Context: an optimization exercise on an open-source flow, tuned for small area, a short achievable clock period and few clock cycles. The choices shown serve that exercise and are no tape-out recipe.
Function was checked by simulation only, so behaviour that the tests miss may differ from the original.
Power and IR drop assume default switching activity.

== run A ==
==> flow/design.v (excerpt) <==
module Match_Ctrl #(
    parameter Match_Threshold = 10,
    parameter PSR = 5  
)
(
    input clk,
    input rst,
    input start,
    output [59:0] dout,
    output dout_valid,
    output match_done,
    input wire [9:0] DesNum_RP,
    input wire [9:0] DesNum_RR,
    input wire [9:0] DesNum_RL,
    output  [9:0] R_R_addr,
    input [147:0] R_R_data,
    output  [9:0] R_P_addr,
    input [147:0] R_P_data,
    output [9:0] R_L_addr,
    input [147:0] R_L_data
    );
localparam IDLE = 2'd0, LOAD = 2'd1, STREAM = 2'd2, DRAIN = 2'd3;
reg [1:0] state;
reg [9:0] la, pa, ra;            
reg [7:0] grp;                   
reg [7:0] gprev;                 
reg [9:0] rem;                   
reg [1:0] ldk;                   
reg [9:0] j;                     
reg [9:0] nPm1, nRm1, mlast;     
wire [9:0] mx4;                  
reg [3:0] svq;                   
reg [3:0] pend;                  
reg fin;
reg [4*10-1:0] bestP, bestR;
wire [3:0] hitP;
always @(posedge clk) begin
    nPm1 <= DesNum_RP - 10'd1;
    nRm1 <= DesNum_RR - 10'd1;
    mlast <= (nPm1 > mx4) ? nPm1 : mx4;
end
assign mx4 = (nRm1 > 10'd4) ? nRm1 : 10'd4;
wire zero = (DesNum_RL == 10'd0) || (DesNum_RP == 10'd0) || (DesNum_RR == 10'd0);
wire lastj = (j == mlast);
wire lastg = (rem <= 10'd4);
  ...
Size: roughly 1200 flip-flops, about 570 I/O pins, about 69000 um^2 of cells after synthesis.
Settings: LEC_CHECK=0, ABC_CLOCK_PERIOD_IN_PS=2800, CAP_MARGIN=20, CORE_MARGIN=2, CORE_UTILIZATION=40, SETUP_SLACK_MARGIN=3.9, SLEW_MARGIN=20, SYNTH_HIERARCHICAL=1, SYNTH_MINIMUM_KEEP_SIZE=0; clock period 6.6 ns.
standard.sh (not shown) runs the stock make flow with config.mk's settings and CLKGATE_MAP_FILE= SYNTH_SCRIPT=/design/flow/synth_recipe.tcl, a recipe that flattens the netlist after the stock synthesis.
==> flow/flow/run.sh <==
#!/bin/bash
# The standard layout (standard.sh, all steps), except that the port
# buffers that global placement inserts on every input and output are
# sky130_fd_sc_hd__buf_1 cells (ORFS's BUFFER_PORTS_ARGS); timing repair may
# still resize them.  The whole make output goes to standard.log, and ORFS
# keeps each step's own log under orfs/logs/.
set -euo pipefail
export BUFFER_PORTS_ARGS="-buffer_cell sky130_fd_sc_hd__buf_1"
bash standard.sh > standard.log 2>&1
Run A: full flow OK, the timing, design-rule and antenna checks passed
Testbench counts of run A, summed over its fixed seeds: cycles 142,190.
For run B, these inputs were changed with respect to run A:
Settings: SETUP_SLACK_MARGIN now 3.5, was 3.9.
--- outcome ---
Area of the multi-input gates ends up higher on run A. Relative to run A, the maximum vdd drop of run B is higher by about 23%. Max freq run A -> run B: degraded. Run B vs run A: number of vias per cell after detailed routing up. Taking run A as the reference, in run B number of global-route vias before repair shows an increase of 665, count of endpoints failing setup in the final report comparable.
### run B -> run C
Settings: CTS_CLUSTER_SIZE now 25, previously not set; CORE_UTILIZATION now 55, was 40; CTS_CLUSTER_DIAMETER now 100, previously not set; SETUP_SLACK_MARGIN now 3.9, was 3.5.
Results
Run C: flow completed, timing, DRC and antenna clean
The first-iteration DRC count in run C was higher than what run B gave.
[diff] via count, run C relative to run B: improvement
In the reports for run B and run C, the larger part of the power in registers belongs to run C.
Run C against run B: clock share of power lower, sequential power closely matched the old numbers.
In run C, total stage count of the critical path is lower than in run B.
Compare run B and run C | post-layout utilization of the core lower: run B
Placeable core area ended up about 27% lower on run C than on run B.
Row proportion of cell area spent on the clock network: run C lower / run B higher
Input changes introduced in run D (baseline for comparison: run C):
Settings: clearing CTS_CLUSTER_SIZE, which used to be 25; swapping 55 for 40 in CORE_UTILIZATION; clearing CTS_CLUSTER_DIAMETER, which used to be 100; swapping 3.9 for 4.3 in SETUP_SLACK_MARGIN.
Findings:
- Run C reports its worst-path cell with the longest stage delay as sky130_fd_sc_hd__fa_1 while run D reports sky130_fd_sc_hd__fa_2.
- Delta (run D minus run C): final cell count went up; synthesized cell count did not really move; total area of sequential cells went up.
- In the tables for run D and run C, number of diodes added for antenna fixing reads lower with run D.
- Status: setup TNS parity (run D, run C)
- The synthesis-to-finish area growth in run D sits 24 points above the value recorded for run C.
- Run D vs run C: non-clock buffer count up by more than 10%
- Compared with run C, in run D worst hold slack now sits at about the same level; routing usage on met2 now sits lower; routed wire length now sits higher; global-route usage now sits lower.

==> static timing again, ports no longer ideal <==
How much do the figures lean on ideal ports? The routed layouts below were timed once more, with nothing changed but the port constraints.
Step 1 (the two cells are an assumption about what drives the block):
set clk [get_ports {clk}]
set_driving_cell -lib_cell sky130_fd_sc_hd__clkbuf_16 $clk
set_driving_cell -lib_cell sky130_fd_sc_hd__buf_2 [delete_from_list [all_inputs] $clk]
Step 2 also shifts input and output timing later by t, the mid clock arrival at the registers, as if the neighbouring blocks saw the same clock.
a / b / c = ideal ports / drivers / drivers and shift; a / b = the first two.
| run | t (ns) | slack for setup (ns) | worst register clock-pin slew, ns |
|---|---|---|---|
| run A | 0.859 | 3.869 / 3.804 / 2.944 | 0.07 / 0.07 |
| run B | 0.867 | 3.649 / 3.649 / 2.794 | 0.07 / 0.07 |
| run C | 0.767 | 3.822 / 3.851 / 3.084 | 0.12 / 0.12 |
| run D | 0.873 | 3.917 / 3.913 / 3.039 | 0.07 / 0.07 |
After both steps every run listed still meets setup and hold. The setup slack of run A, which loses most, moves by -0.065 ns with the drivers and by -0.925 ns with both steps.
